This is an optimization exercise on Yosys and OpenROAD, whose aim is small area, a short achievable clock period and few clock cycles per item, not a production implementation.
Where RTL was checked, it was by simulation tests only, not by an equivalence proof against the original.
No activity file was given, so power comes from the tool's default toggle rates.

sierra:
// FPU
module FPU(
input [31:0] Data1,
input [31:0] Data2,
input Clock,
input Reset,
input In_Data_Valid,
input Op,
output reg [31:0] Data_Out,
output reg Out_Data_Valid
);
Size: about 3000 cells after synthesis, ~100 I/O pins, ~31000 µm² of cells after synthesis.
export LEC_CHECK = 0
export CAP_MARGIN = 20
export CORE_MARGIN = 2
export CORE_UTILIZATION = 62
export CTS_CLUSTER_DIAMETER = 120
export CTS_CLUSTER_SIZE = 28
export PLACE_DENSITY = 0.7
export SLEW_MARGIN = 20
export SYNTH_HIERARCHICAL = 1
export SYNTH_MINIMUM_KEEP_SIZE = 0
export TNS_END_PERCENT = 5
create_clock -name core_clock -period 15.0 [get_ports {Clock}]
standard.sh (not shown) runs the stock make flow with config.mk's settings and CLKGATE_MAP_FILE= SYNTH_SCRIPT=/design/flow/synth_recipe.tcl, a recipe that flattens the netlist after the stock synthesis.
==> flow/flow/run.sh <==
#!/bin/bash
set -euo pipefail
bash standard.sh SETUP_SLACK_MARGIN=10.9 'BUFFER_PORTS_ARGS=-buffer_cell sky130_fd_sc_hd__buf_1' finish > standard.log 2>&1
Here is what was changed in the inputs of harbor compared with sierra.
--- a/flow/design.v
+++ b/flow/design.v
@@ -673,16 +673,15 @@
 wire addm = ~op0;
 wire swap = {e2, ab0[22:0]} > a0[30:0];
 wire ge = e1 >= e2;
 wire [7:0] d = ge ? (e1 - e2) : (e2 - e1);
 wire [7:0] eL = ge ? e1 : e2;
 wire [23:0] ML = swap ? MB : {|e1, a0[22:0]};
-wire [23:0] MSe = ge ? MB : {|e1, a0[22:0]};
-wire [23:0] MS0 = swap ? {|e1, a0[22:0]} : MB;
+wire [23:0] MS = swap ? {|e1, a0[22:0]} : MB;
 wire sub = addm & (s1 ^ s2);
-wire [23:0] MSs = (op0 || d > 8'd23) ? 24'd0 : ((d == 8'd0) ? MS0 : (MSe >> d[4:0]));
+wire [23:0] MSs = (op0 || d > 8'd23) ? 24'd0 : (MS >> d[4:0]);
 wire [47:0] A0 = {1'b0, ML & {24{addm}}, sub, 22'd0};
 wire [47:0] A1 = {sub, MSs ^ {24{sub}}, sub, 22'd0};
 wire [47:0] r0, r1;
 mul24 mul(.a(MA), .a2(ab0), .one(one0), .two(two0), .neg(neg0), .b23(b23_0), .en(op0),
 	.x0(A0[47:22]), .x1(A1[47:22]), .r0(r0), .r1(r1));
 wire [9:0] expm = {2'b00, e1} + {2'b00, e2} - 10'd127;
==> run notes <==
- The utilization on harbor is in line with that on sierra.
- On met1 layer wirelength in the final routing: harbor sits below sierra.
- Relative to sierra, register-to-register slack decreased by 0.03 ns in harbor.
- Path depth of the worst reg2reg path was higher in harbor than in sierra.
- Compared with sierra, in harbor biggest cell delay along the critical path now sits lower; area after synthesis decreased by 3.0% relative to the old numbers; largest net degree at the start of global routing climbed about 15%.
- harbor ends up with a highest achievable clock rate that is about 0.7% lower than in sierra.
- Compared with sierra, in harbor area used by multi-input combinational logic fell by about 3%; cell area shrank by 980 µm²; portion of total power attributed to the clock network level; aggregate routed wire length lower; synthesized cell count decreased 53.
- Re clock skew: harbor is 0.016 ns up on sierra.
Testbench counts of harbor, summed over its fixed seeds: cycles 14,231, items 8,000.
Function not checked in sierra: the RTL went through the layout flow alone.

========
Setup of lane 2:
FPU, a different RTL version from the one above (not shown whole).
Size in the first run: roughly 3000 cells after synthesis, about 340 flip-flops, about 100 I/O pins.
## FPU
module FPU(
input [31:0] Data1,
input [31:0] Data2,
input Clock,
input Reset,
input In_Data_Valid,
input Op,
output reg [31:0] Data_Out,
output reg Out_Data_Valid
);
clock: 15.0 ns
lec_check: 0
cap_margin: 20
core_margin: 2
core_utilization: 62
cts_cluster_diameter: 120
cts_cluster_size: 28
place_density: 0.7
slew_margin: 20
synth_hierarchical: 1
synth_minimum_keep_size: 0
tns_end_percent: 5
==> flow/flow/run.sh <==
#!/bin/bash
set -euo pipefail
bash standard.sh SETUP_SLACK_MARGIN=11.0 'BUFFER_PORTS_ARGS=-buffer_cell sky130_fd_sc_hd__buf_1' finish > standard.log 2>&1
Input-level comparison between lane 4 and lane 2:
--- a/flow/design.v
+++ b/flow/design.v
@@ -673,16 +673,15 @@
 wire addm = ~op0;
 wire swap = {e2, ab0[22:0]} > a0[30:0];
 wire ge = e1 >= e2;
 wire [7:0] d = ge ? (e1 - e2) : (e2 - e1);
 wire [7:0] eL = ge ? e1 : e2;
 wire [23:0] ML = swap ? MB : {|e1, a0[22:0]};
-wire [23:0] MSe = ge ? MB : {|e1, a0[22:0]};
-wire [23:0] MS0 = swap ? {|e1, a0[22:0]} : MB;
+wire [23:0] MS = swap ? {|e1, a0[22:0]} : MB;
 wire sub = addm & (s1 ^ s2);
-wire [23:0] MSs = (op0 || d > 8'd23) ? 24'd0 : ((d == 8'd0) ? MS0 : (MSe >> d[4:0]));
+wire [23:0] MSs = (op0 || d > 8'd23) ? 24'd0 : (MS >> d[4:0]);
 wire [47:0] A0 = {1'b0, ML & {24{addm}}, sub, 22'd0};
 wire [47:0] A1 = {sub, MSs ^ {24{sub}}, sub, 22'd0};
 wire [47:0] r0, r1;
 mul24 mul(.a(MA), .a2(ab0), .one(one0), .two(two0), .neg(neg0), .b23(b23_0), .en(op0),
 	.x0(A0[47:22]), .x1(A1[47:22]), .r0(r0), .r1(r1));
 wire [9:0] expm = {2'b00, e1} + {2'b00, e2} - 10'd127;
@@ -719,31 +718,30 @@
 	nzand1 <= ~z1 & ~z2;
 	andz1 <= andz0;
 end
 wire [47:0] X = row0 + row1;
 reg [47:0] X2;
 reg [7:0] bp2;
-reg [24:0] mask2;
-reg negx2;
+reg men2, negx2;
 reg thrv2, thrge2;
 reg op2, sg2, ef2, nzand2, andz2;
 always @(posedge Clock) begin
 	X2 <= X;
 	bp2 <= bp1;
-	mask2 <= men1 ? (25'h1000000 >> bp1[4:0]) : 25'd0;
+	men2 <= men1;
 	negx2 <= negx1;
 	thrv2 <= thrv1;
 	thrge2 <= thrge1;
 	op2 <= op1;
 	sg2 <= sg1;
 	ef2 <= ef1;
 	nzand2 <= nzand1;
 	andz2 <= andz1;
 end
 wire negx = negx2;
-wire [24:0] mask = mask2;
+wire [24:0] mask = men2 ? (25'h1000000 >> bp2[4:0]) : 25'd0;
 wire [31:0] lzin32 = {X2[47:23] | mask, 7'h7f};
 wire [31:0] lz_z0 = ~lzin32;
 wire [15:0] lz_z1;
 wire [15:0] lz_c1;
 assign lz_z1[0] = lz_z0[1] & lz_z0[0];
 assign lz_c1[0] = lz_z0[1];
Findings:
Lane 4 finished all stages; the layout is clean. Count of mapped cells out of synthesis delta for lane 4 relative to lane 2: 2.0% lower. On pin count of the biggest net entering global routing: between lane 2 and lane 4, it ends up lower for lane 2. Setup slack: lane 4 less than lane 2. Wire length delta for lane 4 relative to lane 2: 5500 microns lower. Compared with lane 2, lane 4 shows combinational power that has gone up by a few percent. In lane 4, the number of clock buffers in the layout came out 1 below the value in lane 2. Lane 2 -> lane 4: first-pass GRT wire length decreased by a few percent. Lane 4 ends up with a per-instance average area after synthesis that is about 0.8% lower than in lane 2. Area of the mapped netlist: lane 4 better than lane 2. Diff lane 2 -> lane 4 | non-clock buffer count | increase of 12%. Per the comparison of lane 4 with lane 2, number of cells in the finished layout apart from fillers fell by 45; power increased by about 2.5% relative to the old numbers; sequential cell count fell by 24; power drawn by the sequential cells saw a decrease.
Testbench counts of lane 4, summed over its fixed seeds: cycles 14,231, items 8,000.
Only the layout flow was run in lane 2; the RTL was not checked for function there.

## separate check: timing with driven ports
The results above use ideal ports. As a check the final layouts listed here were re-extracted and re-timed, cells and wires unchanged. Step 1 assumes that a clkbuf_16 drives the clock port and a buf_2 every other input. Step 2 also shifts input and output timing later by t, the mid clock arrival at the registers, as if the neighbouring blocks saw the same clock. Slacks: ideal ports / drivers / drivers and shift; pairs: ideal ports / drivers.
run | shift t [ns] | setup WS [ns] | worst register clock-pin slew, ns | worst slew at a driven data input, ns | pins driven straight from the clock port
sierra | 0.599 | 10.802 / 10.802 / 10.663 | 0.12 / 0.12 | 0.04 | 1
harbor | 0.607 | 10.773 / 10.773 / 10.507 | 0.12 / 0.12 | 0.05 | 1
lane 2 | 0.611 | 10.938 / 10.889 / 10.595 | 0.12 / 0.12 | 0.07 | 1
lane 4 | 0.617 | 10.865 / 10.865 / 10.550 | 0.12 / 0.12 | 0.09 | 1
After both steps every run listed still meets setup and hold. For lane 2, which loses most, drivers alone change the setup slack by -0.049 ns; drivers and shift together by -0.343 ns.
